This design comes from an exercise in tuning for small area, a short achievable clock period and few clock cycles on the open sky130 flow, not from production work.
Only simulation tests tie the RTL to the original design; equivalence was not proved.
Power and IR drop assume default switching activity.

File: design/flow/config.mk
export PLATFORM = sky130hd
export DESIGN_NAME = cpu
export DESIGN_NICKNAME = cpu
export VERILOG_FILES = /design/flow/design.v
export SDC_FILE = /design/flow/constraint.sdc
export NUM_CORES = 4
export LEC_CHECK = 0
export CAP_MARGIN = 60
export CELL_PAD_IN_SITES_DETAIL_PLACEMENT = 1
export CELL_PAD_IN_SITES_GLOBAL_PLACEMENT = 2
export CORE_MARGIN = 2
export CORE_UTILIZATION = 45
export CTS_CLUSTER_DIAMETER = 80
export CTS_CLUSTER_SIZE = 25
export PLACE_DENSITY = 0.6
export SLEW_MARGIN = 60
File: design/flow/constraint.sdc
create_clock -name core_clock -period 17.0 [get_ports {clk}]
set_input_delay 3.4000 -clock core_clock [delete_from_list [all_inputs] [get_ports {clk}]]
set_output_delay 3.4000 -clock core_clock [all_outputs]
set_load 0.01 [all_outputs]
File: design/flow/design.v
module cpu (clk, reset, mem_rdata, mem_addr, mem_wr, mem_wdata);
	input wire clk;
	input wire reset;
	input wire [31:0] mem_rdata;
	output wire [31:0] mem_addr;
	output wire mem_wr;
	output wire [31:0] mem_wdata;
	localparam K_LD = 2'd0, K_SBSH = 2'd1, K_INC = 2'd2, K_EXC = 2'd3;
	localparam S_IDLE = 2'd0, S_WAIT = 2'd1, S_INC = 2'd2, S_XQ = 2'd3;
	reg [31:0] fpc, hpc, maddr;
	reg ft1, ft2, fp1, fp2, fen;
	reg [3:0] fh1, fh2;    
	reg [2:0] qn;
	reg [31:0] q0, q1, q2;
	reg qp0, qp1, qp2;
	reg btb_v;
	reg [31:0] btb_pc, btb_tgt;
	reg bus_d, dwr;
	reg [31:0] daddr, wdata;
	reg t1_v, t2_v, t3_v;
	reg [1:0] t1_k, t2_k, t3_k, t1_sz, t2_sz, t3_sz;
	reg [4:0] t1_wa, t2_wa, t3_wa;
	reg [31:0] epc;
	reg [1:0] xcode;
	reg ex_v;
	reg [1:0] es;
	reg [31:0] ex_a, ex_b;
	reg [31:0] x_pc;     
	reg [4:0] x_wa;
	reg [31:0] ex_y;     
	reg x_wr, x_ovf, x_sub;
	reg r_sum, r_and, r_slt, r_sh, r_hi, r_lo, r_a;
	reg x_shv, x_shl, x_sha;
	reg x_br, x_pred;
	reg [1:0] x_brk;
	reg x_ld, x_sw, x_sbsh, x_incdec, x_mult, x_div, x_unk;
	reg [1:0] x_sz;
	reg wb_v;
	reg [4:0] wb_wa;
	reg [31:0] wb_wd;
	assign mem_addr = maddr;
	assign mem_wr = dwr;
	assign mem_wdata = wdata;
	wire [31:0] rf_r1, rf_r2;
	wire [5:0] op = q0[31:26];
	wire [4:0] rs = q0[25:21];
	wire [4:0] rt = q0[20:16];
	wire [4:0] rd = q0[15:11];
	wire [5:0] fn = q0[5:0];
	wire [15:0] imm = q0[15:0];
	regfile rf (.clk(clk), .reset(reset), .we(wb_v), .wa(wb_wa), .wd(wb_wd),
		.ra1_n(q0_n[25:21]), .ra2_n(q0_n[20:16]), .rd1(rf_r1), .rd2(rf_r2));
	wire md_busy;
	wire md_start_mult, md_start_div;
	wire [31:0] hi, lo;
	mdu md (.clk(clk), .reset(reset), .start_mult(md_start_mult), .start_div(md_start_div),
		.a(ex_a), .b(ex_b), .busy(md_busy), .hi(hi), .lo(lo));
	wire dv = (qn != 3'd0);
	wire rtype = (op == 6'h00);
	wire d_add  = rtype & (fn == 6'h20);
	wire d_sub  = rtype & (fn == 6'h22);
	wire d_and  = rtype & (fn == 6'h24);
	wire d_sll  = rtype & (fn == 6'h00);
	wire d_srl  = rtype & (fn == 6'h02);
	wire d_sra  = rtype & (fn == 6'h03);
	wire d_sllv = rtype & (fn == 6'h04);
	wire d_srav = rtype & (fn == 6'h07);
	wire d_slt  = rtype & (fn == 6'h2a);
	wire d_mfhi = rtype & (fn == 6'h10);
	wire d_mflo = rtype & (fn == 6'h12);
	wire d_mult = rtype & (fn == 6'h18);
	wire d_div  = rtype & (fn == 6'h1a);
	wire d_jr   = rtype & (fn == 6'h08);
	wire d_rte  = rtype & (fn == 6'h13);
	wire d_brk  = rtype & (fn == 6'h0d);
	wire d_j    = (op == 6'h02);
	wire d_jal  = (op == 6'h03);
	wire d_beq  = (op == 6'h04);
	wire d_bne  = (op == 6'h05);
	wire d_ble  = (op == 6'h06);
	wire d_bgt  = (op == 6'h07);
	wire d_addi = (op == 6'h08);
	wire d_addiu= (op == 6'h09);
	wire d_slti = (op == 6'h0a);
	wire d_lui  = (op == 6'h0f);
	wire d_inc  = (op == 6'h10);
	wire d_dec  = (op == 6'h11);
	wire d_lb   = (op == 6'h20);
	wire d_lh   = (op == 6'h21);
	wire d_lw   = (op == 6'h23);
	wire d_sb   = (op == 6'h28);
	wire d_sh   = (op == 6'h29);
	wire d_sw   = (op == 6'h2b);
	wire d_br   = d_beq | d_bne | d_ble | d_bgt;
	wire d_ld   = d_lb | d_lh | d_lw;
	wire d_known = d_add | d_sub | d_and | d_sll | d_srl | d_sra | d_sllv | d_srav | d_slt |
		d_mfhi | d_mflo | d_mult | d_div | d_jr | d_rte | d_brk | d_j | d_jal | d_br |
		d_addi | d_addiu | d_slti | d_lui | d_inc | d_dec | d_ld | d_sb | d_sh | d_sw;
	wire d_rwr  = d_add | d_sub | d_and | d_sll | d_srl | d_sra | d_sllv | d_srav | d_slt |
		d_mfhi | d_mflo;
	wire d_iwr  = d_addi | d_addiu | d_slti | d_lui;
	wire ex_fw;
	wire [31:0] alu_res;
	wire [31:0] ld_data;
	wire t3_ld;
	wire [31:0] rs_val = (ex_fw && x_wa == rs) ? alu_res : (t3_ld && t3_wa == rs) ? ld_data :
		(wb_v && wb_wa == rs) ? wb_wd : rf_r1;
	wire [31:0] rt_val = (ex_fw && x_wa == rt) ? alu_res : (t3_ld && t3_wa == rt) ? ld_data :
		(wb_v && wb_wa == rt) ? wb_wd : rf_r2;
	wire ex_ldp = ex_v & (es == S_IDLE) & x_ld;
	function pend;
		input [4:0] r;
		pend = (ex_ldp && x_wa == r) || (t1_v && t1_k == K_LD && t1_wa == r) ||
			(t2_v && t2_k == K_LD && t2_wa == r);
	endfunction
	wire d_haz = pend(rs) | pend(rt) | (d_rwr & pend(rd)) | (d_jal & pend(5'd31)) |
		(d_jr & ex_fw & (x_wa == rs)) | (d_jr & t3_ld & (t3_wa == rs));
	wire [31:0] hpc4 = hpc + 32'd4;
	wire [31:0] br_tgt = hpc4 + {{14{imm[15]}}, imm, 2'b00};
	wire d_pred = d_br & imm[15];
	wire d_redir = d_j | d_jal | d_jr | d_rte | d_brk | d_pred;
	wire [31:0] d_tgt = (d_j | d_jal) ? {hpc4[31:28], q0[25:0], 2'b00} :
		d_jr ? rs_val : d_rte ? epc : d_brk ? hpc : br_tgt;
	wire [31:0] d_newpc = d_redir ? d_tgt : hpc4;
	wire [31:0] yn = x_sub ? ~ex_y : ex_y;
	wire [32:0] sum1 = {ex_a, 1'b1} + {yn, x_sub};
	wire [31:0] sum = sum1[32:1];
	wire ovf = (ex_a[31] == yn[31]) & (sum[31] != ex_a[31]);
	wire lt = sum[31] ^ ovf;
	wire eq = (ex_a == ex_b);
	wire gt = ~lt & ~eq;
	reg bc_rdy, bc_gt;
	wire br_wait = x_br & x_brk[1] & ~bc_rdy;
	wire taken = (x_brk == 2'd0) ? eq : (x_brk == 2'd1) ? ~eq : (x_brk == 2'd2) ? ~bc_gt : bc_gt;
	wire [31:0] sh_val = x_shv ? ex_a : ex_b;
	wire [4:0] sh_amt = ex_y[4:0];    
	function [31:0] rev;
		input [31:0] x;
		integer k;
		for (k = 0; k < 32; k = k + 1) rev[k] = x[31 - k];
	endfunction
	wire [31:0] sh_in = x_shl ? rev(sh_val) : sh_val;
	wire [31:0] sh_r = $signed({x_sha & sh_in[31], sh_in}) >>> sh_amt;
	wire [31:0] sh_res = x_shl ? rev(sh_r) : sh_r;
	assign alu_res = ({32{r_sum}} & sum) | ({32{r_and}} & (ex_a & ex_b)) |
		({32{r_slt}} & {31'b0, lt}) | ({32{r_sh}} & sh_res) | ({32{r_hi}} & hi) |
		({32{r_lo}} & lo) | ({32{r_a}} & ex_a);
	wire idle = (es == S_IDLE);
	assign t3_ld = t3_v & (t3_k == K_LD);
	wire t3_sbsh = t3_v & (t3_k == K_SBSH);
	wire t3_inc = t3_v & (t3_k == K_INC);
	wire t3_exc = t3_v & (t3_k == K_EXC);
	wire sbsh_pend = (t1_v & (t1_k == K_SBSH)) | (t2_v & (t2_k == K_SBSH)) | t3_sbsh;
	wire md_op = x_mult | x_div | r_hi | r_lo;
	wire md_wait = md_op & md_busy;
	wire x_mem = x_ld | x_sw | x_sbsh | x_incdec;
	wire mem_wait = x_mem & sbsh_pend;
	wire ex_hold = x_wr & t3_ld;           
	reg xpend;      
	wire ex_go = ex_v & idle & ~md_wait & ~mem_wait & ~ex_hold & ~br_wait & ~xpend;
	assign ex_fw = ex_v & idle & x_wr & ~ex_hold;
	reg inc_ovf;    
	wire exc_det = (ex_go & (x_unk | (x_ovf & ovf) | (x_div & (ex_b == 32'd0)))) |
		(ex_v & (es == S_INC) & inc_ovf);
	wire exc_raise = xpend;
	wire exc_cand = (ex_go & (x_unk | x_ovf | x_div)) | (ex_v & (es == S_INC));
	reg [31:0] epc_c;
	wire mispred = ex_go & x_br & (taken != x_pred);
	wire ex_accept = ~ex_v | (ex_go & ~x_incdec) | (es == S_INC);
	assign md_start_mult = ex_go & x_mult;
	assign md_start_div = ex_go & x_div & (ex_b != 32'd0);
	assign ld_data = (t3_sz == 2'd0) ? {24'b0, mem_rdata[7:0]} :
		(t3_sz == 2'd1) ? {16'b0, mem_rdata[15:0]} : mem_rdata;
	wire fire = dv & ex_accept & ~d_haz;      
	wire d_flush = fire & (qp0 ? ~(d_pred | d_j | d_jal) : d_redir);
	wire [2:0] qn_pop = qn - {2'b0, fire};
	wire [31:0] q0_n;
	wire [2:0] occ = qn + {2'b0, ft1} + {2'b0, ft2};
	wire issue = ~bus_d & fen & ((occ <= 3'd2) | (fire & (occ == 3'd3)));
	wire btb_hit = btb_v & (fpc == btb_pc);
	assign q0_n = (ft2 && qn_pop == 3'd0) ? mem_rdata : fire ? q1 : q0;
	always @(posedge clk) begin
		q0 <= q0_n;
		q1 <= (ft2 && qn_pop == 3'd1) ? mem_rdata : fire ? q2 : q1;
		q2 <= (ft2 && qn_pop == 3'd2) ? mem_rdata : q2;
		qp0 <= (ft2 && qn_pop == 3'd0) ? (fp2 | early_j) : fire ? qp1 : qp0;
		qp1 <= (ft2 && qn_pop == 3'd1) ? (fp2 | early_j) : fire ? qp2 : qp1;
		qp2 <= (ft2 && qn_pop == 3'd2) ? (fp2 | early_j) : qp2;
	end
	wire early_j = ft2 & ~fp2 & (mem_rdata[31:27] == 5'b00001);
	wire [31:0] fpc4 = fpc + 32'd4;
	reg [31:0] fpc_n;
	reg flush_q;
	always @(*) begin
		fpc_n = fpc;
		flush_q = 1'b1;
		if (t3_exc) fpc_n = {24'b0, mem_rdata[7:0]};
		else if (mispred) fpc_n = x_pc;
		else if (d_flush) fpc_n = d_newpc;
		else if (early_j) fpc_n = {fh2, mem_rdata[25:0], 2'b00};
		else if (issue) fpc_n = btb_hit ? btb_tgt : fpc4;
		if (!t3_exc && !mispred && !exc_raise && !d_flush) flush_q = 1'b0;
	end
	always @(posedge clk or posedge reset) begin
		if (reset) begin
			fpc <= 32'd0;
			hpc <= 32'd0;
			ft1 <= 1'b0;
			ft2 <= 1'b0;
			fp1 <= 1'b0;
			fp2 <= 1'b0;
			fh1 <= 4'd0;
			fh2 <= 4'd0;
			fen <= 1'b1;
			qn <= 3'd0;
			btb_v <= 1'b0;
			btb_pc <= 32'd0;
			btb_tgt <= 32'd0;
		end else begin
			fpc <= fpc_n;
			fp1 <= issue & btb_hit;
			fp2 <= fp1;
			fh1 <= fpc4[31:28];
			fh2 <= fh1;
			if (flush_q) begin
				ft1 <= 1'b0;
				ft2 <= 1'b0;
				qn <= 3'd0;
			end else begin
				ft1 <= issue & ~early_j;
				ft2 <= ft1 & ~early_j;
				qn <= qn_pop + {2'b0, ft2};
			end
			if (t3_exc) fen <= 1'b1;
			else if (exc_raise) fen <= 1'b0;
			if (t3_exc) hpc <= {24'b0, mem_rdata[7:0]};
			else if (mispred) hpc <= x_pc;
			else if (fire) hpc <= d_newpc;
			if (fire && !qp0 && d_pred) begin
				btb_v <= 1'b1;
				btb_pc <= hpc;
				btb_tgt <= br_tgt;
			end
		end
	end
	always @(posedge clk) begin
		if (ex_accept) begin
			ex_a <= d_jal ? hpc4 : d_lui ? {imm, 16'b0} : (d_inc | d_dec) ? {6'b0, q0[25:0]} : rs_val;
			ex_b <= rt_val;
			ex_y <= (d_inc | d_dec) ? 32'd1 :
				(d_addi | d_addiu | d_slti | d_ld | d_sb | d_sh | d_sw) ? {{16{imm[15]}}, imm} :
				(d_sll | d_srl | d_sra) ? {27'b0, q0[10:6]} : rt_val;
			x_pc <= ~d_br ? hpc : d_pred ? hpc4 : br_tgt;
			x_wa <= d_jal ? 5'd31 : rtype ? rd : rt;
			x_wr <= d_rwr | d_iwr | d_jal;
			x_ovf <= d_add | d_sub | d_addi;
			x_sub <= d_sub | d_slt | d_slti | d_br | d_dec;
			r_sum <= d_add | d_sub | d_addi | d_addiu;
			r_and <= d_and;
			r_slt <= d_slt | d_slti;
			r_sh <= d_sll | d_srl | d_sra | d_sllv | d_srav;
			r_hi <= d_mfhi;
			r_lo <= d_mflo;
			r_a <= d_jal | d_lui;
			x_shv <= d_sllv | d_srav;
			x_shl <= d_sll | d_sllv;
			x_sha <= d_sra | d_srav;
			x_br <= d_br;
			x_pred <= d_pred;
			x_brk <= d_beq ? 2'd0 : d_bne ? 2'd1 : d_ble ? 2'd2 : 2'd3;
			x_ld <= d_ld;
			x_sz <= (d_lb | d_sb) ? 2'd0 : (d_lh | d_sh) ? 2'd1 : 2'd2;
			x_sw <= d_sw;
			x_sbsh <= d_sb | d_sh;
			x_incdec <= d_inc | d_dec;
			x_mult <= d_mult;
			x_div <= d_div;
			x_unk <= ~d_known;
		end else if (t3_inc) begin
			ex_a <= mem_rdata;
		end
		if (t3_inc)
			inc_ovf <= (mem_rdata == (x_sub ? 32'h80000000 : 32'h7fffffff));
	end
	always @(posedge clk) bc_gt <= gt;
	always @(posedge clk or posedge reset) begin
		if (reset) bc_rdy <= 1'b0;
		else bc_rdy <= ex_v & idle & br_wait;
	end
	always @(posedge clk or posedge reset) begin
		if (reset) begin
			wb_v <= 1'b0;
		end else begin
			wb_v <= t3_ld | (ex_go & x_wr & ~(x_ovf & ovf));
		end
	end
	always @(posedge clk) begin
		wb_wa <= t3_ld ? t3_wa : x_wa;
		wb_wd <= t3_ld ? ld_data : alu_res;
	end
	wire sched_xq = (es == S_XQ) & ~sbsh_pend;
	wire sched_mem = ex_go & x_mem;
	reg [1:0] es_n;
	reg ex_v_n, bus_d_n, dwr_n, t1_n;
	reg [31:0] daddr_n;
	always @(*) begin
		es_n = es;
		ex_v_n = ex_v;
		bus_d_n = 1'b0;
		dwr_n = 1'b0;
		t1_n = 1'b0;
		daddr_n = daddr;
		if (t3_sbsh) begin
			bus_d_n = 1'b1;
			dwr_n = 1'b1;
		end
		if (sched_mem) begin
			bus_d_n = 1'b1;
			dwr_n = x_sw;
			t1_n = ~x_sw;
			daddr_n = x_incdec ? ex_a : sum;    
		end
		if (sched_xq) begin
			bus_d_n = 1'b1;
			t1_n = 1'b1;
			daddr_n = {30'b0, xcode} + 32'd252;
		end
		if (es == S_INC && !inc_ovf) begin
			bus_d_n = 1'b1;
			dwr_n = 1'b1;
		end
		if (exc_raise) begin
			ex_v_n = 1'b1;
			es_n = S_XQ;
		end else begin
			case (es)
			S_IDLE: if (sched_mem && x_incdec) es_n = S_WAIT;
			S_XQ: if (sched_xq) es_n = S_WAIT;
			S_WAIT: begin
				if (t3_inc) es_n = S_INC;
				if (t3_exc) begin
					es_n = S_IDLE;
					ex_v_n = 1'b0;
				end
			end
			default: es_n = S_IDLE;
			endcase
			if (ex_accept)
				ex_v_n = fire & ~mispred;
		end
	end
	always @(posedge clk or posedge reset) begin
		if (reset) begin
			ex_v <= 1'b0;
			es <= S_IDLE;
			bus_d <= 1'b0;
			dwr <= 1'b0;
			maddr <= 32'd0;
			epc <= 32'd0;
			epc_c <= 32'd0;
			xcode <= 2'd0;
			xpend <= 1'b0;
			t1_v <= 1'b0;
			t2_v <= 1'b0;
			t3_v <= 1'b0;
		end else begin
			ex_v <= ex_v_n;
			es <= es_n;
			bus_d <= bus_d_n;
			dwr <= dwr_n;
			maddr <= bus_d_n ? daddr_n : fpc_n;
			t1_v <= t1_n;
			t2_v <= t1_v;
			t3_v <= t2_v;
			xpend <= exc_det;
			if (exc_cand) begin
				epc_c <= x_pc;
				xcode <= (idle & x_unk) ? 2'd1 : (idle & x_div) ? 2'd3 : 2'd2;
			end
			if (exc_raise)
				epc <= epc_c;
		end
	end
	always @(posedge clk) begin
		daddr <= daddr_n;
		t2_k <= t1_k; t2_wa <= t1_wa; t2_sz <= t1_sz;
		t3_k <= t2_k; t3_wa <= t2_wa; t3_sz <= t2_sz;
		if (sched_xq) begin
			t1_k <= K_EXC;
		end else if (sched_mem) begin
			t1_k <= x_ld ? K_LD : x_sbsh ? K_SBSH : K_INC;
			t1_wa <= x_wa;
			t1_sz <= x_sz;
		end
		if (t3_sbsh)
			wdata <= (t3_sz == 2'd0) ? {mem_rdata[31:8], wdata[7:0]} : {mem_rdata[31:16], wdata[15:0]};
		else if (sched_mem)
			wdata <= ex_b;
		else if (es == S_INC)
			wdata <= sum;
	end
endmodule
module regfile (clk, reset, we, wa, wd, ra1_n, ra2_n, rd1, rd2);
	input wire clk, reset, we;
	input wire [4:0] wa, ra1_n, ra2_n;
	input wire [31:0] wd;
	output reg [31:0] rd1, rd2;
	reg [31:0] r [0:31];
	reg [31:0] v;
	reg [31:0] s1, s2;
	reg i1, i2;
	integer i;
	wire [31:0] wsel = we ? (32'd1 << wa) : 32'd0;
	wire [31:0] v_n = v | wsel;
	always @(posedge clk)
		if (we) r[wa] <= wd;
	always @(posedge clk or posedge reset)
		if (reset) v <= 32'b0;
		else v <= v_n;
	always @(posedge clk) begin
		s1 <= (32'd1 << ra1_n) & v_n;
		s2 <= (32'd1 << ra2_n) & v_n;
		i1 <= (ra1_n == 5'd29) & ~v_n[29];
		i2 <= (ra2_n == 5'd29) & ~v_n[29];
	end
	always @(*) begin
		rd1 = i1 ? 32'd227 : 32'd0;
		rd2 = i2 ? 32'd227 : 32'd0;
		for (i = 0; i < 32; i = i + 1) begin
			rd1 = rd1 | ({32{s1[i]}} & r[i]);
			rd2 = rd2 | ({32{s2[i]}} & r[i]);
		end
	end
endmodule
module mdu (clk, reset, start_mult, start_div, a, b, busy, hi, lo);
	input wire clk, reset, start_mult, start_div;
	input wire [31:0] a, b;
	output reg busy;
	output reg [31:0] hi, lo;
	reg p_mul, p_nega, p_negb, p_div, p_corr, p_fixq, p_fixr;
	reg [5:0] cnt;
	reg [4:0] ext;
	reg [32:0] m;
	reg prev, sq, sr;
	function [2:0] booth;
		input [2:0] d;
		booth = {(d == 3'b000) | (d == 3'b111), (d == 3'b011) | (d == 3'b100),
			d[2] & ~((d == 3'b000) | (d == 3'b111))};
	endfunction
	reg z0, w0, n0, z1, w1, n1;
	wire [36:0] mm0 = z0 ? 37'd0 : w0 ? {{3{m[32]}}, m, 1'b0} : {{4{m[32]}}, m};
	wire [36:0] mm1 = z1 ? 37'd0 : w1 ? {{1{m[32]}}, m, 3'b0} : {{2{m[32]}}, m, 2'b0};
	wire [36:0] pp0 = n0 ? ~mm0 : mm0;
	wire [36:0] pp1 = n1 ? ~mm1 : mm1;
	wire [36:0] msum = {ext, hi} + pp0 + pp1 + {35'd0, n0 & n1, n0 ^ n1};
	wire rneg = ext[1];
	wire [31:0] nx = p_negb ? m[31:0] : p_fixr ? hi : lo;
	wire [33:0] dx = p_div ? {ext[0], hi, lo[31]} : p_corr ? {ext[1:0], hi} : 34'd0;
	wire [33:0] dy = (p_div | p_corr) ? {2'b0, m[31:0]} : {2'b0, nx};
	wire dsub = p_div ? ~rneg : ~p_corr;
	wire [34:0] ds1 = {dx, 1'b1} + {dsub ? ~dy : dy, dsub};
	wire [33:0] ds = ds1[34:1];
	wire skip = ({ext[1:0], hi} == 34'd0) & (lo[31:28] == 4'd0) & (cnt >= 6'd4);
	always @(posedge clk or posedge reset) begin
		if (reset) begin
			busy <= 1'b0;
			hi <= 32'd0;
			lo <= 32'd0;
			p_mul <= 1'b0;
			p_nega <= 1'b0;
			p_negb <= 1'b0;
			p_div <= 1'b0;
			p_corr <= 1'b0;
			p_fixq <= 1'b0;
			p_fixr <= 1'b0;
			cnt <= 6'd0;
			ext <= 5'd0;
			prev <= 1'b0;
			sq <= 1'b0;
			sr <= 1'b0;
		end else if (start_mult) begin
			busy <= 1'b1;
			p_mul <= 1'b1;
			cnt <= 6'd7;
			hi <= 32'd0;
			ext <= 5'd0;
			lo <= b;
			prev <= 1'b0;
		end else if (start_div) begin
			busy <= 1'b1;
			p_nega <= a[31];
			p_negb <= ~a[31] & b[31];
			p_div <= ~a[31] & ~b[31];
			cnt <= 6'd32;
			hi <= 32'd0;
			ext <= 5'd0;
			lo <= a;
			sq <= a[31] ^ b[31];
			sr <= a[31];
		end else begin
			if (p_mul) begin
				{ext, hi} <= {{4{msum[36]}}, msum[36:4]};
				lo <= {msum[3:0], lo[31:4]};
				prev <= lo[3];
				cnt <= cnt - 6'd1;
				if (cnt == 6'd0) begin
					busy <= 1'b0;
					p_mul <= 1'b0;
				end
			end
			if (p_nega) begin
				lo <= ds[31:0];
				p_nega <= 1'b0;
				p_negb <= m[31];
				p_div <= ~m[31];
			end
			if (p_negb) begin
				p_negb <= 1'b0;
				p_div <= 1'b1;
			end
			if (p_div) begin
				if (skip) begin
					lo <= {lo[27:0], 4'b0};
					cnt <= cnt - 6'd4;
				end else begin
					{ext[1:0], hi} <= ds;
					lo <= {lo[30:0], ~ds[33]};
					cnt <= cnt - 6'd1;
				end
				if (cnt == 6'd1 || (skip && cnt == 6'd4)) begin
					p_div <= 1'b0;
					if (!skip && ds[33]) begin
						p_corr <= 1'b1;
					end else begin
						p_fixq <= sq;
						p_fixr <= ~sq & sr;
						if (!sq && !sr) busy <= 1'b0;
					end
				end
			end
			if (p_corr) begin
				if (rneg) {ext[1:0], hi} <= ds;
				p_corr <= 1'b0;
				p_fixq <= sq;
				p_fixr <= ~sq & sr;
				if (!sq && !sr) busy <= 1'b0;
			end
			if (p_fixq) begin
				lo <= ds[31:0];
				p_fixq <= 1'b0;
				p_fixr <= sr;
				if (!sr) busy <= 1'b0;
			end
			if (p_fixr) begin
				hi <= ds[31:0];
				p_fixr <= 1'b0;
				busy <= 1'b0;
			end
		end
	end
	always @(posedge clk) begin
		if (start_mult) begin
			{z0, w0, n0} <= booth({b[1:0], 1'b0});
			{z1, w1, n1} <= booth(b[3:1]);
		end else begin
			{z0, w0, n0} <= booth(lo[5:3]);
			{z1, w1, n1} <= booth(lo[7:5]);
		end
	end
	always @(posedge clk) begin
		if (start_mult) m <= {a[31] & (a[30:0] != 31'd0), a};
		else if (start_div) m <= {1'b0, b};
		else if (p_negb) m[31:0] <= ds[31:0];
	end
endmodule
File: design/flow/flow/run.sh
#!/bin/bash
# The standard layout (standard.sh, unchanged synthesis and steps), with
# ORFS's timing repair asked to leave a setup margin below the 17 ns clock
# and the port buffers made with buf_4 cells.  Every port still gets its
# buffer; the clock period and the constraints are the design's.
export SETUP_SLACK_MARGIN=12.3
export BUFFER_PORTS_ARGS="-buffer_cell sky130_fd_sc_hd__buf_4"
bash standard.sh > standard_flow.log 2>&1
File: design/flow/standard.sh
#!/bin/bash
# synth_recipe.tcl (not shown) runs the flow's synth.tcl, then flattens the netlist and writes it again
# the make line also repeats each setting of config.mk as NAME=value (left out here)
make -C /OpenROAD-flow-scripts/flow DESIGN_CONFIG=/design/flow/config.mk WORK_HOME=/design/flow/orfs CLKGATE_MAP_FILE= SYNTH_SCRIPT=/design/flow/synth_recipe.tcl "${@:-finish}"
==> results of run 1 <==
-- final timing paths --
check	from	endpoint	slack [ns]	cells past startpoint
min	t2_sz[1]$_DFF_P_	t3_sz[1]$_DFF_P_	0.33	0
max reg2reg	x_sub$_DFFE_PN_	fpc[31]$_DFF_PP0_	12.00	22
max	x_sub$_DFFE_PN_	fpc[31]$_DFF_PP0_	12.00	22
max in group asynchronous	reset	xpend$_DFF_PP0_	12.50	8
min reg2reg	t2_sz[1]$_DFF_P_	t3_sz[1]$_DFF_P_	0.33	0
min in group asynchronous	reset	rf.v[28]$_DFF_PP0_	2.53	2
-- per-layer routing --
metal  track usage [%]  up-vias
li1                  -    37200
met1              60.5    48200
met2              68.4     8359
met3              16.4     2434
met4              31.2       48
met5                 0        -
-- critical path: stages (launching register included) --
cell      delay [ns]
edfxtp_1        0.41
buf_6           0.18
buf_12          0.13
buf_16          0.15
xor2_1          0.19
ha_4            0.33
and4_4          0.25
o211ai_1        0.13
a211oi_4        0.33
nor3_4          0.09
a21boi_2        0.18
a21o_1          0.15
a21o_1          0.13
a21oi_2         0.06
fa_2            0.58
o211ai_1        0.11
buf_4           0.21
o21ai_2         0.11
and2_4          0.21
nor2_4          0.07
a211o_1         0.34
a311o_1         0.31
nor3b_2         0.17
-- repair_timing --
action / in CTS / in global routing
pin swaps: 88 / 110
setup buffers: 104 / 84
gates resized for setup: 409 / 251
cloned: 15 / 6
hold buffers: 0 / 0
endpoints found under the setup margin: 521 / 323
-- cells by family (layout without fill, tap and decap cells) --
family,after synthesis,count (layout),share of synthesized area (%)
DFF,1884,1884,52.1
xor gates and xnor gates,386,386,3.32
muxes,421,421,4.97
AOI/OAI and AO/OA,3047,3047,21.0
adders and majority gates,255,255,3.42
and+or+nand+nor,2619,2619,11.9
buffers and inverters,877,1143,3.31
other,0,16,0
-- power by group through the flow --
stage	Sequential [mW]	Combinational, mW	Clock [mW]
2_1_floorplan	4.97	0.0578	0
3_3_place_gp	4.98	0.113	0
3_5_place_dp	4.98	0.120	0
4_1_cts	4.87	0.126	3.47
5_1_grt	4.87	0.139	3.61
6_report	4.87	0.137	3.48
-- through the flow --
| step | total power [mW] | setup WS (ns) | instances | hold WS, ns |
|---|---|---|---|---|
| 2_1_floorplan | 5.03 | 8.68 | 9489 | 0.310 |
| 3_3_place_gp | 5.09 | 10.30 | 12100 | 0.314 |
| 3_5_place_dp | 5.10 | 10.70 | 12300 | 0.314 |
| 4_1_cts | 8.47 | 12.08 | 12600 | 0.312 |
| 5_1_grt | 8.62 | 11.96 | 12800 | 0.332 |
| 6_report | 8.49 | 12.00 | 12800 | 0.335 |
-- cell type report --
type	count	area share [%]
antenna	16	0.0335
clock buffer	157	2.72
clock inverter	73	0.975
inverter	132	0.458
multi-input combinational	6728	41.5
sequential	1884	44.5
tap	2992	3.13
timing repair buffer	780	6.66
timing repair inverter	1	0.00732
-- synth_stat cells (all sizes together), types with 17 or more instances --
cell type / count
a31oi: 101
a21oi: 520
or4: 17
a22o: 248
mux2: 162
nand3b: 19
inv: 126
nor2b: 28
nand4: 203
nor3: 194
o221ai: 46
clkbuf: 621
nand3: 255
a22oi: 735
fa: 39
o21bai: 31
o22ai: 111
mux2i: 208
o21ai: 441
nor2: 695
and3: 47
a221o: 17
a211oi: 84
ha: 216
buf: 124
or3: 45
dfrtp: 366
o32ai: 18
dfxtp: 172
a221oi: 233
xnor2: 220
nand2b: 40
o211ai: 77
edfxtp: 1345
nor4: 108
nand2: 857
mux4: 51
o31ai: 18
o21a: 46
xor2: 166
a222oi: 33
a21o: 93
a211o: 18
or2: 28
and2: 36
==> impl_metrics.toml, run 1 <==
[status]
status = "complete, no violations"

[placed_design]
place_hpwl_um = 374000
place_congestion = 1.00
place_area_um2 = 109000
io_buffers = 98

[power_and_ir_drop]
swShare_pct = 24.5
p_per_area_nw_per_um2 = 71.0
power.leakage_nw = 44.0
clkPwrFrac_pct = 41.0
p_comb_share_pct = 1.6
p_int_mw = 6.41
p_switching_mw = 2.08
p_seq_share_pct = 57.4
ir_drop_mv = 0.121

[cts]
insertion_delay_ns = 0.92
path_clk_slew_ns = 0.10
clock-root-buffer = "clkbuf_16"
cts.path.max_buffers = 3
cts.sink_count = 1884
cts_buffers = 120
cts_tree = "done"
h-tree-depth = 3

[layout]
top_regs = "rf.r (1024), md.m (33)"
ff_latch_area_um2 = 53300
mostFrequentLayoutCell = "edfxtp_1"
largest_reg_flops = 1024
top_register = "rf.r"
drive_above_1_share_pct = 20.1
mostFrequentLayoutCells = "edfxtp_1 (1345), nand2_1 (823), a22oi_1 (730)"
areaGrowthSynthToFinish_pct = 17.6
postLayoutCoreUtil_pct = 53.2
fin_area_um2 = 120000
num-fill-cells = 23300
multi_input_area_um2 = 49600
fin_nets = 9936

[floorplan]
core_area_um2 = 225000
die_y_um = 480
io_pins = 99
die-area_um2 = 230000
die_x_um = 480
start_util_pct = 45.3
fp-row-count = 174

[logic_synthesis]
synthesis.area_um2 = 102000
synth_area_leader_cell = "edfxtp_1"
synth.distinct_cells = 101
synth_area_per_cell_um2 = 10.7
postSynthCellCount = 9489
synth_edf_count = 1345
ys_seq_elements = 1884
synthTopCellsByArea = "edfxtp_1 (40%), dfrtp_1 (9.0%), a22oi_1 (5.4%)"
seq_area_frac_synth_pct = 52.1
syn_nets = 9778
async_reset_ff_share_pct = 19.5
ys.flop_type = "edfxtp_1"
netlist.area_leader.share_pct = 39.7
yosys_warnings = 3

[global_routing]
grt_max_degree = 75
grt_overflow = 0
grt_pass1_vias = 91900
antenna_found_initial = 43
track_usage_pct = 47.5
grt_pass1_wl_um = 765000

[detailed_routing]
top_layer = "met5"
met1Wirelength_um = 203000
via_per_inst = 7.54
wl_per_cell_um = 44.3
wl_met3_um = 81200
wl_met2_um = 234000
drc = 0
drtAntennaViolNets = 0
via_count = 96200
drtPass1Iterations = 10
drt_iter0_drc = 16900
wl_um = 566000

[critical_path]
startpoint_type = "flip-flop"
cp_max_fo = 8
worstPathArrival_ns = 5.76
criticalPathCategory = "flip-flop to flip-flop"
cp.required_ns = 17.76
end_kind = "flip-flop"

[timing]
min_period_ns = 5.00
hold_viol_final = 0
relSlewSlack_pct = 51.7
tightestPinTransition_ns = 0.717
slew_viol_final = 0
setup_viol = 0
max_freq_mhz = 200
rsz0062_at_grt = "yes"
finalCritPeriodShare_pct = 29.4
timing.setup.tns_ns = 0
skew_ns = 0.0962

[min_path]
hold_path_class = "flip-flop to flip-flop"

[job]
maxCapViolations = 0
Testbench counts, summed over its fixed seeds: cycles 75,195.
==> run 2: changes to the inputs <==
--- a/design/flow/config.mk
+++ b/design/flow/config.mk
@@ -5,7 +5,7 @@
 export SDC_FILE = /design/flow/constraint.sdc
 export NUM_CORES = 4
 export LEC_CHECK = 0
-export CAP_MARGIN = 60
+export CAP_MARGIN = 20
 export CELL_PAD_IN_SITES_DETAIL_PLACEMENT = 1
 export CELL_PAD_IN_SITES_GLOBAL_PLACEMENT = 2
 export CORE_MARGIN = 2
@@ -13,4 +13,4 @@
 export CTS_CLUSTER_DIAMETER = 80
 export CTS_CLUSTER_SIZE = 25
 export PLACE_DENSITY = 0.6
-export SLEW_MARGIN = 60
+export SLEW_MARGIN = 20
==> run 2 against run 1 <==
Clock power shrank 3%; global-route usage shrank 0.091 points; power shrank 1.1%; clock skew shrank 0.0010 ns; count of clock-buffer cells in the layout shrank 7; sequential cell count is the same; combinational power shrank 4%; largest cell class unchanged; largest power group unchanged.
==> impl_metrics.toml, run 2 <==
[logic_synthesis]
ys_top_cells_by_count = "edfxtp_1 (1345), nand2_1 (857), a22oi_1 (734)"
synthesis.area_um2 = 102000
netlist.area_leader.share_pct = 39.7
syn_nets = 9778
synthTopCellsByArea = "edfxtp_1 (40%), dfrtp_1 (9.0%), a22oi_1 (5.4%)"
seq_area_frac_synth_pct = 52.1
synth_area_per_cell_um2 = 10.7
synth_area_leader_cell = "edfxtp_1"
yosys_warnings = 3
synth_edf_count = 1345
yosysMostFrequentCell = "edfxtp_1"
postSynthCellCount = 9489
async_reset_ff_share_pct = 19.5
ys_seq_elements = 1884
synth.distinct_cells = 101
ys.flop_type = "edfxtp_1"

[timing]
setup_viol = 0
skew_ns = 0.0952
rsz0062_at_grt = "yes"
fin_ws_ns = 11.95
tightestPinTransition_ns = 1.28
finalCritPeriodShare_pct = 29.7
timing.setup.tns_ns = 0
slew_viol_final = 0
hold_slack_ns = 0.334
relSlewSlack_pct = 14.3
max_freq_mhz = 198
min_period_ns = 5.05
hold_viol_final = 0

[layout]
postLayoutCoreUtil_pct = 52.0
mostFrequentLayoutCell = "edfxtp_1"
fin_area_um2 = 117000
top_regs = "rf.r (1024), md.m (33)"
areaGrowthSynthToFinish_pct = 14.8
largest_reg_flops = 1024
num-fill-cells = 23300
mostFrequentLayoutCells = "edfxtp_1 (1345), nand2_1 (821), a22oi_1 (732)"
final_cells = 12600
drive_above_1_share_pct = 17.7
top_register = "rf.r"
fin_nets = 9814

[job]
maxCapViolations = 0

[placed_design]
place_congestion = 1.00
place_area_um2 = 106000
io_buffers = 98
placedCellCount = 12100
dp_slack_ns = 10.19
place_hpwl_um = 364000

[detailed_routing]
via_count = 96200
via_per_inst = 7.61
drt_iter0_drc = 17400
drc = 0
wl_per_cell_um = 44.7
wl_um = 565000
drtPass1Iterations = 8
drtAntennaViolNets = 0

[critical_path]
critPathMostFrequentCell = "o21ai_0"
critPathSlowestCell = "o21ai_0"
end_kind = "flip-flop"
criticalPathCategory = "flip-flop to flip-flop"
startpoint_type = "flip-flop"
rrSetupSlack_ns = 11.95
cp_slowest_stage_delay_ns = 0.93
worstPathArrival_ns = 5.85
path_cells = "mux4_2, mux2i_1, o21ai_0, a211oi_1, o32a_1, o21ai_0, a211o_1, nand3_1, o2bb2ai_1, o221ai_4, a22o_1"
cp_max_fo = 9
cp.required_ns = 17.81

[global_routing]
track_usage_pct = 47.4
use_met1_pct = 60.5
grt_pass1_wl_um = 763000
antenna_found_initial = 44
grt_pass1_vias = 91300
met2_usage_pct = 68.1
grt_overflow = 0
busiest_layer = "met2"
grt_max_degree = 106
gr-usage-met3_pct = 16.3

[cts]
cts.sink_count = 1884
cts.path.max_buffers = 3
postCtsHoldBufs = 0
clock-root-buffer = "clkbuf_16"
cts_tree = "done"
h-tree-depth = 3
path_clk_slew_ns = 0.09
insertion_delay_ns = 0.92
cts_buffers = 117

[floorplan]
core_area_um2 = 225000
die-area_um2 = 230000
io_pins = 99
fp-row-count = 174
start_util_pct = 45.3
die_y_um = 480
die_x_um = 480

[min_path]
hold_path_class = "flip-flop to flip-flop"

[power_and_ir_drop]
total_power_mw = 8.40
ir_drop_mv = 0.120
p_per_area_nw_per_um2 = 71.9
power.leakage_nw = 42.9

[status]
status = "complete, no violations"
==> run 2: cell count changes in the layout (fill, tap and decap cells not counted), sizes merged <==
cell / previous run / this run
buf: 757 / 639
clkbuf: 168 / 160
clkinv: 35 / 31
clkinvlp: 3 / 7
diode: 16 / 20
clkdlybuf4s15: 3 / 0
inv: 165 / 163
or4b: 3 / 5
bufinv: 3 / 4
dlymetal6s2s: 1 / 0
nor2: 695 / 696
==> run 2: power by group <==
part	internal, mW	switching (mW)
Combinational	0.0298	0.101
Sequential	4.87	0.0136
Clock	1.48	1.91
==> run 2: layout make-up <==
class	instances	area, um2	share of cell area, %
Tap cell	2992	3740	3.20
Antenna cell	20	50.0	0.0428
Timing Repair Buffer	657	6190	5.30
Multi-Input combinational cell	6731	48900	41.9
Timing Repair inverter	2	13.8	0.0118
Inverter	132	552	0.472
Clock buffer	150	3160	2.71
Sequential cell	1884	53200	45.5
Clock inverter	71	1050	0.899
==> run 2: what timing repair did <==
item | CTS | global route
endpoints found under the setup margin | 956 | 435
gates cloned | 19 | 6
hold endpoints to repair | 0 | 0
setup buffers | 130 | 92
resized for setup | 433 | 316
pin swaps | 75 | 137
==> run 2: per-layer routing <==
| metal | vias up | part of all wire [%] |
|---|---|---|
| met3 | 2496 | 14 |
| li1 | 36900 | - |
| met1 | 48300 | 36 |
| met4 | 46 | 8.3 |
| met2 | 8473 | 41 |
| met5 | - | 0.099 |
==> run 2: worst max-delay path: cells and delay by family (launching register included) <==
kind / cells / cell delay [ns]
muxes: 2 / 0.52
DFF: 1 / 0.81
AOI/OAI and AO/OA: 8 / 3.30
and+or+nand+nor: 1 / 0.32
==> run 2: worst paths after layout <==
path                               startpoint            endpoint  depth (start not counted)
max                        ex_b[29]$_DFFE_PN_  maddr[9]$_DFF_PP0_                         11
min                          t2_sz[1]$_DFF_P_    t3_sz[1]$_DFF_P_                          0
max reg2reg                ex_b[29]$_DFFE_PN_  maddr[9]$_DFF_PP0_                         11
min reg2reg                  t2_sz[1]$_DFF_P_    t3_sz[1]$_DFF_P_                          0
max in group asynchronous               reset     xpend$_DFF_PP0_                          5
min in group asynchronous               reset  rf.v[19]$_DFF_PP0_                          2
==> run 2: kinds of logic after synthesis <==
logic type / synth area share [%]
AO/OA/AOI/OAI: 21.0
AND/OR/NAND/NOR: 11.9
flip-flops: 52.1
buffers and inverters: 3.31
multiplexers: 4.97
XOR/XNOR: 3.32
adder cells (fa/ha/maj): 3.42
==> run 3: changes to the inputs <==
==> design/flow/config.mk (replaced) <==
export PLATFORM = sky130hd
export DESIGN_NAME = cpu
export DESIGN_NICKNAME = cpu
export VERILOG_FILES = /design/flow/design.v
export SDC_FILE = /design/flow/constraint.sdc
export NUM_CORES = 4
export LEC_CHECK = 0
export CAP_MARGIN = 60
export CELL_PAD_IN_SITES_DETAIL_PLACEMENT = 1
export CELL_PAD_IN_SITES_GLOBAL_PLACEMENT = 2
export CORE_MARGIN = 2
export CORE_UTILIZATION = 45
export CTS_CLUSTER_DIAMETER = 60
export CTS_CLUSTER_SIZE = 20
export PLACE_DENSITY = 0.6
export SLEW_MARGIN = 60
==> run 3 against run 2 <==
Via count increased by 1.1%; sequential cell count unchanged; cell area increased by 3.6%; register-to-register slack improved by 0.07 ns; critical path depth decreased by 1; cell count increased by 1.7%; clock skew decreased by 0.037 ns; worst setup slack improved by 0.071 ns; non-clock buffer count increased by 121; area after synthesis unchanged; clock power increased by 24%; critical endpoint is now maddr[19]$_DFF_PP0_; largest cell class unchanged.
==> impl_metrics.toml, run 3 <==
[global_routing]
grt_pass1_wl_um = 767000
grt_overflow = 0
grt_pass1_vias = 92600
grt_max_degree = 75
track_usage_pct = 47.7
antenna_found_initial = 44

[min_path]
hold_path_class = "flip-flop to flip-flop"

[timing]
max_freq_mhz = 201
hold_viol_final = 0
finalCritPeriodShare_pct = 29.3
skew_ns = 0.0578
tightestPinTransition_ns = 0.729
fin_ws_ns = 12.03
min_period_ns = 4.97
slew_viol_final = 0
rsz0062_at_grt = "yes"
relSlewSlack_pct = 50.9
setup_viol = 0
timing.setup.tns_ns = 0

[power_and_ir_drop]
ir_drop_mv = 0.115
power.leakage_nw = 44.7
p_per_area_nw_per_um2 = 76.1

[critical_path]
cp.buffers_inverters = 4
cpLargestDelayFamily = "simple AND/OR/NAND/NOR gates"
cp_slowest_stage_delay_ns = 0.43
end_kind = "flip-flop"
critPathSlowestCell = "or3_4"
worstPathArrival_ns = 5.78
cp_max_fo = 10
path_cells = "buf_6, or3_4, buf_6, nor4b_4, buf_12, buf_12, a21oi_1, nor4_1, a221o_1, o2bb2ai_1"
startpoint_type = "primary input"
cp.required_ns = 17.81
criticalPathCategory = "primary input to flip-flop"

[detailed_routing]
drtPass1Iterations = 8
wl_per_cell_um = 44.2
drtAntennaViolNets = 0
wl_um = 568000
via_count = 97200
drc = 0
via_per_inst = 7.57
drt_iter0_drc = 17100

[logic_synthesis]
yosysMostFrequentCell = "edfxtp_1"
ys_seq_elements = 1884
yosys_warnings = 3
postSynthCellCount = 9489
netlist.area_leader.share_pct = 39.7
synth.distinct_cells = 101
async_reset_ff_share_pct = 19.5
synth_edf_count = 1345
ys.flop_type = "edfxtp_1"
synthesis.area_um2 = 102000
syn_nets = 9778
synth_area_leader_cell = "edfxtp_1"
synth_area_per_cell_um2 = 10.7
ys_top_cells_by_count = "edfxtp_1 (1345), nand2_1 (857), a22oi_1 (734)"
synthTopCellsByArea = "edfxtp_1 (40%), dfrtp_1 (9.0%), a22oi_1 (5.4%)"
seq_area_frac_synth_pct = 52.1

[cts]
cts.path.max_buffers = 3
path_clk_slew_ns = 0.08
cts.sink_count = 1884
cts_tree = "done"
clock-root-buffer = "clkbuf_16"
insertion_delay_ns = 0.91
cts_buffers = 166
h-tree-depth = 4

[layout]
drive_above_1_share_pct = 20.9
mostFrequentLayoutCell = "edfxtp_1"
areaGrowthSynthToFinish_pct = 19.0
num-fill-cells = 23200
top_regs = "rf.r (1024), md.m (33)"
mostFrequentLayoutCells = "edfxtp_1 (1345), nand2_1 (822), a22oi_1 (731)"
fin_nets = 9980
largest_reg_flops = 1024
top_register = "rf.r"

[placed_design]
dp_slack_ns = 10.70
place_congestion = 1.00
place_hpwl_um = 374000
io_buffers = 98

[floorplan]
io_pins = 99
die-area_um2 = 230000
fp-row-count = 174
die_x_um = 480
start_util_pct = 45.3
core_area_um2 = 225000
die_y_um = 480

[status]
status = "complete, no violations"

[job]
maxCapViolations = 0
-- run 3: cell types whose count changed in the layout (fill, tap and decap cells not counted), sizes merged, moves of 2 or more --
cell           delta
clkinvlp          +4
clkdlybuf4s15     +3
inv              +14
bufinv            +8
buf             +115
clkbuf           +47
or4b              -2
diode             +9
clkinv           +16
-- run 3: what timing repair did --
action                                  4_1_cts  5_1_grt
setup buffers                               100       95
gates cloned                                 14        7
gates resized for setup                     384      283
hold buffers                                  0        0
pin swaps                                    82      133
endpoints found under the setup margin      522      313
-- run 3: path summary, 6_finish.rpt --
path / from / end / slack, ns / cells past startpoint
max: mem_rdata[30] / maddr[19]$_DFF_PP0_ / 12.03 / 10
min: t2_sz[1]$_DFF_P_ / t3_sz[1]$_DFF_P_ / 0.33 / 0
max reg2reg: x_sub$_DFFE_PN_ / maddr[27]$_DFF_PP0_ / 12.03 / 20
min reg2reg: t2_sz[1]$_DFF_P_ / t3_sz[1]$_DFF_P_ / 0.33 / 0
max in group asynchronous: reset / xpend$_DFF_PP0_ / 12.53 / 8
min in group asynchronous: reset / rf.v[28]$_DFF_PP0_ / 2.55 / 2
-- run 3: worst register-to-register path: stages, from the launching register on --
cell	delay [ns]
edfxtp_1	0.42
buf_8	0.18
buf_12	0.17
xor2_2	0.20
ha_4	0.27
buf_4	0.14
buf_4	0.14
a211oi_2	0.33
a211oi_4	0.13
buf_4	0.16
or3_4	0.41
o211ai_1	0.19
o211ai_1	0.22
buf_4	0.24
a221oi_1	0.25
buf_2	0.22
buf_4	0.21
or3_1	0.29
a211oi_2	0.16
a221o_1	0.34
o2bb2ai_1	0.15
-- run 3: cells by family (layout without fill, tap and decap cells) --
family,count (synthesis),after routing,share of synthesized area (%)
AOI/OAI and AO/OA,3047,3047,21.0
DFF,1884,1884,52.1
xor gates and xnor gates,386,386,3.32
adders and majority gates,255,255,3.42
muxes,421,421,4.97
and+or+nand+nor,2619,2619,11.9
other,0,29,0
buffers and inverters,877,1219,3.31
-- run 3: final cells by class --
| cell class | count | area [um2] | share of cell area, % |
|---|---|---|---|
| Sequential cell | 1884 | 53300 | 44.0 |
| Tap cell | 2992 | 3740 | 3.09 |
| Timing Repair inverter | 1 | 8.76 | 0.00723 |
| Antenna cell | 29 | 72.6 | 0.0599 |
| Multi-Input combinational cell | 6728 | 49700 | 41.1 |
| Inverter | 132 | 541 | 0.446 |
| Clock inverter | 114 | 1510 | 1.25 |
| Clock buffer | 194 | 4370 | 3.61 |
| Timing Repair Buffer | 778 | 7860 | 6.49 |
-- run 3: stage by stage --
step	hold slack (ns)	utilization, %	total power, mW	cell area (um2)	instances
after floorplan	0.310	-	5.03	102000	9489
after global placement	0.314	47.3	5.09	106000	12100
after detailed placement	0.314	48.6	5.10	109000	12300
after CTS	0.326	52.5	9.20	118000	12700
after global routing	0.346	53.8	9.37	121000	12800
final	0.329	53.9	9.22	121000	12900
-- run 3: where the power goes --
group          switching (mW)  internal [mW]  leakage, nW
sequential             0.0134           4.86         18.0
combinational           0.104         0.0341         23.8
clock                    2.08           2.13         2.84
-- run 3: metal layers --
metal	vias to the layer above	share of wire [%]	global-route usage [%]
met5	-	0.051	0
met4	36	8.5	32.1
met1	48600	36	60.5
met2	8687	41	68.2
li1	37300	-	-
met3	2603	14	17.1
==> run 4: changes to the inputs <==
--- a/design/flow/config.mk
+++ b/design/flow/config.mk
@@ -5,7 +5,7 @@
 export SDC_FILE = /design/flow/constraint.sdc
 export NUM_CORES = 4
 export LEC_CHECK = 0
-export CAP_MARGIN = 60
+export CAP_MARGIN = 20
 export CELL_PAD_IN_SITES_DETAIL_PLACEMENT = 1
 export CELL_PAD_IN_SITES_GLOBAL_PLACEMENT = 2
 export CORE_MARGIN = 2
@@ -13,4 +13,4 @@
 export CTS_CLUSTER_DIAMETER = 60
 export CTS_CLUSTER_SIZE = 20
 export PLACE_DENSITY = 0.6
-export SLEW_MARGIN = 60
+export SLEW_MARGIN = 20
==> run 4 against run 3 <==
Still clean; non-clock buffer count is 121 lower; sequential cell count is the same; clock skew up 0.044 ns; fmax shrank 0.97%; synthesized cell count is the same; critical path type is now flip-flop to flip-flop; highest routed layer unchanged.
==> impl_metrics.toml, run 4 <==
[timing]
skew_ns = 0.102
relSlewSlack_pct = 12.8
min_period_ns = 5.02
tightestPinTransition_ns = 1.30
setup_viol = 0
timing.setup.tns_ns = 0
hold_viol_final = 0
max_freq_mhz = 199
rsz0062_at_grt = "yes"
slew_viol_final = 0
fin_ws_ns = 11.98
finalCritPeriodShare_pct = 29.6

[critical_path]
cp.buffers_inverters = 3
path_cells = "buf_8, buf_12, xor2_1, ha_2, nand2_2, or3_4, a211oi_4, buf_4, or3_1, o22ai_1, a2111o_1, o21bai_2, o211a_1, nand2_1, o21ai_0, o31ai_1"
cp_slowest_stage_delay_ns = 0.61
critPathSlowestCell = "a2111o_1"
cp_max_fo = 5
end_kind = "flip-flop"
criticalPathCategory = "flip-flop to flip-flop"
endpoint = "maddr[17]$_DFF_PP0_"
r2r-end = "maddr[17]$_DFF_PP0_"
cp.required_ns = 17.74
rrSetupSlack_ns = 11.98
crit_path_start = "x_sub$_DFFE_PN_"
cpLargestDelayFamily = "compound AO/OA/AOI/OAI gates"
startpoint_type = "flip-flop"
cp.depth = 16
worstPathArrival_ns = 5.77
r2r-start = "x_sub$_DFFE_PN_"
reg2regPathDepth = 16

[logic_synthesis]
synthesis.area_um2 = 102000
syn_nets = 9778
seq_area_frac_synth_pct = 52.1
yosysMostFrequentCell = "edfxtp_1"
synth_edf_count = 1345
ys_top_cells_by_count = "edfxtp_1 (1345), nand2_1 (857), a22oi_1 (734)"
synth_area_per_cell_um2 = 10.7
netlist.area_leader.share_pct = 39.7
synth.distinct_cells = 101
synth_area_leader_cell = "edfxtp_1"
async_reset_ff_share_pct = 19.5
synthTopCellsByArea = "edfxtp_1 (40%), dfrtp_1 (9.0%), a22oi_1 (5.4%)"
yosys_warnings = 3
postSynthCellCount = 9489
ys_seq_elements = 1884
ys.flop_type = "edfxtp_1"

[global_routing]
antenna_found_initial = 46
grt_pass1_vias = 92100
grt_max_degree = 106
grt_pass1_wl_um = 765000
grt_overflow = 0
track_usage_pct = 47.5

[cts]
insertion_delay_ns = 0.90
cts_buffers = 170
cts_tree = "done"
cts.sink_count = 1884
h-tree-depth = 4
path_clk_slew_ns = 0.07
postCtsHoldBufs = 0
cts.path.max_buffers = 3
clock-root-buffer = "clkbuf_16"

[layout]
fin_nets = 9867
multi_input_area_um2 = 48700
mostFrequentLayoutCell = "edfxtp_1"
num-fill-cells = 23300
largest_reg_flops = 1024
ff_latch_area_um2 = 53200
mostFrequentLayoutCells = "edfxtp_1 (1345), nand2_1 (824), a22oi_1 (731)"
areaGrowthSynthToFinish_pct = 16.4
drive_above_1_share_pct = 18.3
top_register = "rf.r"
top_regs = "rf.r (1024), md.m (33)"
fin_area_um2 = 118000

[status]
status = "complete, no violations"

[min_path]
hold_path_class = "flip-flop to flip-flop"

[detailed_routing]
wl_per_cell_um = 44.5
drc = 0
via_count = 96800
drt_iter0_drc = 17400
drtAntennaViolNets = 0
via_per_inst = 7.60
wl_um = 567000
drtPass1Iterations = 9

[floorplan]
core_area_um2 = 225000
start_util_pct = 45.3
die_y_um = 480
die-area_um2 = 230000
io_pins = 99
die_x_um = 480
fp-row-count = 174

[placed_design]
place_congestion = 1.00
dp_slack_ns = 10.19
place_hpwl_um = 364000
io_buffers = 98
place_area_um2 = 106000

[power_and_ir_drop]
p_per_area_nw_per_um2 = 78.3
ir_drop_mv = 0.104
power.leakage_nw = 43.6

[job]
maxCapViolations = 0
==> run 4: repair_timing <==
action,4_1_cts,5_1_grt
pin swaps,74,113
buffers inserted,133,88
gates cloned,18,7
setup endpoints to repair,928,379
hold endpoints to repair,0,0
gates resized for setup,437,273
==> run 4: kinds of logic (layout without fill, tap and decap cells) <==
family | Yosys count | after routing | share of synthesized area [%]
compound gates | 3047 | 3047 | 21.0
simple gates | 2619 | 2622 | 11.9
flops | 1884 | 1884 | 52.1
buf+inv | 877 | 1103 | 3.31
mux | 421 | 421 | 4.97
xor+xnor | 386 | 386 | 3.32
fa+ha+maj | 255 | 255 | 3.42
other cells | 0 | 30 | 0
==> run 4: area by class of cell <==
class,instances,area share [%]
Sequential cell,1884,44.9
Tap cell,2992,3.16
Timing Repair inverter,2,0.0116
Antenna cell,30,0.0634
Clock inverter,119,1.35
Clock buffer,193,3.76
Inverter,132,0.457
Timing Repair Buffer,657,5.24
Multi-Input combinational cell,6731,41.1
==> run 4: power breakdown <==
| group | switching, mW | leakage, nW | internal, mW |
|---|---|---|---|
| Combinational | 0.102 | 22.7 | 0.0303 |
| Sequential | 0.0135 | 18.0 | 4.87 |
| Clock | 2.13 | 2.91 | 2.14 |
==> run 4: layer usage <==
metal | share of wire [%] | track usage (%) | vias to the layer above
li1 | - | - | 37100
met1 | 36 | 60.6 | 48600
met2 | 42 | 68.2 | 8601
met3 | 14 | 16.7 | 2456
met4 | 8.1 | 31.2 | 36
met5 | 0.058 | 0.311 | -
==> run 4: worst min path at each step <==
stage | startpoint | to | slack [ns] | cells after the start
2_1_floorplan | t2_sz[0]$_DFF_P_ | t3_sz[0]$_DFF_P_ | 0.31 | 0
3_3_place_gp | t2_sz[0]$_DFF_P_ | t3_sz[0]$_DFF_P_ | 0.31 | 0
3_5_place_dp | t2_sz[1]$_DFF_P_ | t3_sz[1]$_DFF_P_ | 0.31 | 0
4_1_cts | t2_sz[1]$_DFF_P_ | t3_sz[1]$_DFF_P_ | 0.33 | 0
5_1_grt | t2_sz[1]$_DFF_P_ | t3_sz[1]$_DFF_P_ | 0.34 | 0
6_report | t2_sz[1]$_DFF_P_ | t3_sz[1]$_DFF_P_ | 0.33 | 0
==> run 4: worst reg2reg max path, delay by kind of cell, from the launching register on <==
kind | cells | cell delay (ns)
XOR/XNOR | 1 | 0.18
adder cells (fa/ha/maj) | 1 | 0.39
AO/OA/AOI/OAI | 7 | 2.53
buffers and inverters | 3 | 0.52
flip-flops | 1 | 0.42
AND/OR/NAND/NOR | 4 | 0.83
==> run 4: through the flow <==
stage / hold slack, ns / total power [mW] / cells / util (%)
floorplan: 0.310 / 5.03 / 9489 / -
global placement: 0.314 / 5.09 / 12100 / 47.3
detailed placement: 0.314 / 5.10 / 12100 / 47.3
CTS: 0.329 / 9.25 / 12600 / 51.6
global route: 0.341 / 9.43 / 12700 / 52.7
finish: 0.330 / 9.28 / 12700 / 52.7
==> run 5: changes to the inputs <==
==> design/flow/flow/run.sh (replaced) <==
#!/bin/bash
# The standard layout (standard.sh, unchanged synthesis and steps), with
# ORFS's timing repair asked to leave a setup margin below the 17 ns clock
# and the port buffers made with buf_4 cells.  Every port still gets its
# buffer; the clock period and the constraints are the design's.
export SETUP_SLACK_MARGIN=12.4
export BUFFER_PORTS_ARGS="-buffer_cell sky130_fd_sc_hd__buf_4"
bash standard.sh > standard_flow.log 2>&1
--- a/design/flow/config.mk
+++ b/design/flow/config.mk
@@ -9,8 +9,8 @@
 export CELL_PAD_IN_SITES_DETAIL_PLACEMENT = 1
 export CELL_PAD_IN_SITES_GLOBAL_PLACEMENT = 2
 export CORE_MARGIN = 2
-export CORE_UTILIZATION = 45
-export CTS_CLUSTER_DIAMETER = 60
-export CTS_CLUSTER_SIZE = 20
-export PLACE_DENSITY = 0.6
+export CORE_UTILIZATION = 50
+export CTS_CLUSTER_DIAMETER = 80
+export CTS_CLUSTER_SIZE = 25
+export PLACE_DENSITY = 0.62
 export SLEW_MARGIN = 20
==> run 5 against run 4 <==
Now fails the layout checks on max-capacitance violations, max-slew violations; non-clock buffer count up 66; via count grew 1.9%; utilization grew 5.3 points; sequential cell count is the same; fmax shrank 1.0%; count of clock-buffer cells in the layout fell by 46; sequential share of layout area increased by 0.45 points; cell count decreased by 2.7%; critical path depth shrank 5; combinational power up 5%; first-iteration DRC count is 12% higher; critical path type unchanged; largest power group unchanged.
==> impl_metrics.toml, run 5 <==
[status]
status = "finished with violations"
failed_checks = "max-capacitance violations, max-slew violations"

[logic_synthesis]
netlist.area_leader.share_pct = 39.7
yosys_warnings = 3
postSynthCellCount = 9489
synth_area_leader_cell = "edfxtp_1"
synthTopCellsByArea = "edfxtp_1 (40%), dfrtp_1 (9.0%), a22oi_1 (5.4%)"
ys_top_cells_by_count = "edfxtp_1 (1345), nand2_1 (857), a22oi_1 (734)"
ys_seq_elements = 1884
synth_area_per_cell_um2 = 10.7
syn_nets = 9778
seq_area_frac_synth_pct = 52.1
synth_edf_count = 1345
ys.flop_type = "edfxtp_1"
async_reset_ff_share_pct = 19.5
synth.distinct_cells = 101
synthesis.area_um2 = 102000
yosysMostFrequentCell = "edfxtp_1"

[job]
maxCapViolations = 1

[layout]
top_regs = "rf.r (1024), md.m (33)"
top_register = "rf.r"
drive_above_1_share_pct = 18.7
areaGrowthSynthToFinish_pct = 15.2
mostFrequentLayoutCell = "edfxtp_1"
mostFrequentLayoutCells = "edfxtp_1 (1345), nand2_1 (819), a22oi_1 (731)"
fin_nets = 9881
largest_reg_flops = 1024
num-fill-cells = 20800

[critical_path]
worstPathArrival_ns = 5.87
end_kind = "flip-flop"
r2r-start = "ex_b[1]$_DFFE_PN_"
endpoint = "maddr[1]$_DFF_PP0_"
crit_path_start = "ex_b[1]$_DFFE_PN_"
criticalPathCategory = "flip-flop to flip-flop"
reg2regPathDepth = 11
r2r-end = "maddr[1]$_DFF_PP0_"
startpoint_type = "flip-flop"
critPathSlowestCell = "o2bb2ai_1"
cp.required_ns = 17.80
cp_max_fo = 15
rrSetupSlack_ns = 11.92
cp_slowest_stage_delay_ns = 1.24
path_cells = "mux4_2, mux2i_1, o21a_1, mux4_2, o211ai_1, nand3_1, o2bb2ai_1, a21oi_1, o211ai_1, o21a_1, mux2_2"

[floorplan]
die-area_um2 = 207000
die_x_um = 455
fp-row-count = 165
core_area_um2 = 202000
io_pins = 99
start_util_pct = 50.3
die_y_um = 455

[cts]
path_clk_slew_ns = 0.09
clock-root-buffer = "clkbuf_16"
insertion_delay_ns = 0.90
cts_buffers = 111
h-tree-depth = 3
cts.path.max_buffers = 3
postCtsHoldBufs = 0
cts_tree = "done"
cts.sink_count = 1884

[detailed_routing]
drc = 0
via_count = 98700
via_per_inst = 7.96
wl_per_cell_um = 45.2
drtPass1Iterations = 13
drtAntennaViolNets = 0
wl_um = 560000
drt_iter0_drc = 19500

[placed_design]
place_hpwl_um = 348000
place_congestion = 1.03
io_buffers = 98

[timing]
relSlewSlack_pct = -0.445
setup_viol = 0
tightestPinTransition_ns = 1.51
min_period_ns = 5.08
skew_ns = 0.108
hold_viol_final = 0
rsz0062_at_grt = "yes"
finalCritPeriodShare_pct = 29.9
timing.setup.tns_ns = 0
slew_viol_final = 4
max_freq_mhz = 197

[power_and_ir_drop]
p_switching_mw = 1.96
clkPwrFrac_pct = 39.0
p_comb_share_pct = 1.7
p_per_area_nw_per_um2 = 70.2
ir_drop_mv = 0.133
p_seq_share_pct = 59.3
power.leakage_nw = 43.1
p_int_mw = 6.27
swShare_pct = 23.9
total_power_mw = 8.23

[global_routing]
track_usage_pct = 52.2
grt_overflow = 0
grt_pass1_wl_um = 755000
antenna_found_initial = 49
grt_pass1_vias = 93600
grt_max_degree = 88

[min_path]
worstHoldStart = "t2_sz[0]$_DFF_P_"
hold_path_class = "flip-flop to flip-flop"
==> run 5: cell counts after synthesis <==
No cell type changed its count.
==> run 5: logic make-up (layout without fill, tap and decap cells) <==
kind of cell	Yosys count	count (layout)	synth area share [%]
xor+xnor	386	386	3.32
flops	1884	1884	52.1
simple gates	2619	2627	11.9
buf+inv	877	1070	3.31
fa+ha+maj	255	255	3.42
mux	421	421	4.97
compound gates	3047	3047	21.0
other cells	0	35	0
==> run 5: final cells by class <==
| type | instances | area [um2] | area share (%) |
|---|---|---|---|
| inverter | 132 | 566 | 0.482 |
| timing repair inverter | 4 | 33.8 | 0.0288 |
| clock inverter | 64 | 921 | 0.785 |
| tap | 2672 | 3340 | 2.85 |
| antenna | 35 | 87.6 | 0.0747 |
| sequential | 1884 | 53200 | 45.3 |
| timing repair buffer | 723 | 6900 | 5.88 |
| clock buffer | 147 | 2950 | 2.52 |
| multi-input combinational | 6736 | 49300 | 42.0 |
==> run 5: routing by layer <==
layer	up-vias	routed length (um)	global-route usage (%)
met1	48700	189000	63.7
met3	3061	92300	23.6
met4	56	52800	37.9
li1	37100	-	-
met5	-	770	1.95
met2	9793	225000	72.4
==> run 5: critical path: cells and delay by family, from the launching register on <==
kind,cells,cell delay [ns]
AOI/OAI and AO/OA,6,2.56
DFF,1,1.00
muxes,4,1.29
and+or+nand+nor,1,0.19
==> run 5: how the worst min path moves through the flow <==
| stage | slack [ns] | end | cells past startpoint |
|---|---|---|---|
| 2_1_floorplan | 0.31 | t3_sz[0]$_DFF_P_ | 0 |
| 3_3_place_gp | 0.32 | t3_sz[0]$_DFF_P_ | 0 |
| 3_5_place_dp | 0.31 | t3_sz[1]$_DFF_P_ | 0 |
| 4_1_cts | 0.34 | t3_sz[1]$_DFF_P_ | 0 |
| 5_1_grt | 0.35 | t3_sz[0]$_DFF_P_ | 0 |
| 6_report | 0.34 | t3_sz[0]$_DFF_P_ | 0 |
==> run 5: power by group through the flow <==
stage	Clock [mW]	Combinational (mW)	Sequential (mW)
detailed placement	0	0.115	4.98
global placement	0	0.113	4.98
finish	3.21	0.139	4.88
floorplan	0	0.0584	4.97
global route	3.31	0.140	4.88
CTS	3.17	0.128	4.88
==> run 5: metrics by stage <==
stage | std cells | hold WS, ns | worst slack [ns] | cell area [um2] | util, %
global route | 12400 | 0.350 | 12.01 | 117000 | 57.9
floorplan | 9489 | 0.310 | 8.68 | 102000 | -
global placement | 11800 | 0.315 | 10.26 | 106000 | 52.3
finish | 12400 | 0.342 | 11.92 | 117000 | 58.0
CTS | 12200 | 0.339 | 12.09 | 114000 | 56.4
detailed placement | 11800 | 0.313 | 10.13 | 106000 | 52.3
==> run 5: repair_timing <==
item / in CTS / in global routing
setup buffers: 179 / 136
setup endpoints to repair: 915 / 458
gates resized for setup: 488 / 363
pin swaps: 94 / 161
gates cloned: 27 / 5

-- afterwards: timing with drivers on the ports --
In the flow no input, the clock included, has a driving cell. The finished layouts below were timed again as built, in two steps. Step 1: set_driving_cell puts a clkbuf_16 on clk and a buf_2 on each other input, an assumption about the parent block. Step 2 times the ports against the registers' clock, not the clock port: input delays grow and output delays shrink by t, the midpoint of the rising clock arrivals with the driver on. Three values: ideal, step 1, step 2; two values: the first two.
| run | t, ns | slack for setup (ns) | worst setup path at the end | clock arrival spread, ns |
|---|---|---|---|---|
| run 1 | 0.984 | 12.000 / 11.983 / 11.147 | input to register | 0.110 / 0.111 |
| run 2 | 0.975 | 11.954 / 11.954 / 11.143 | input to register | 0.119 / 0.119 |
| run 3 | 0.982 | 12.025 / 11.999 / 11.092 | input to register | 0.072 / 0.072 |
| run 4 | 0.966 | 11.976 / 11.976 / 11.153 | input to register | 0.115 / 0.115 |
| run 5 | 0.953 | 11.924 / 11.924 / 11.201 | input to register | 0.110 / 0.110 |
The setup slack of run 3, which loses most, moves by -0.026 ns with the drivers and by -0.933 ns with both steps.
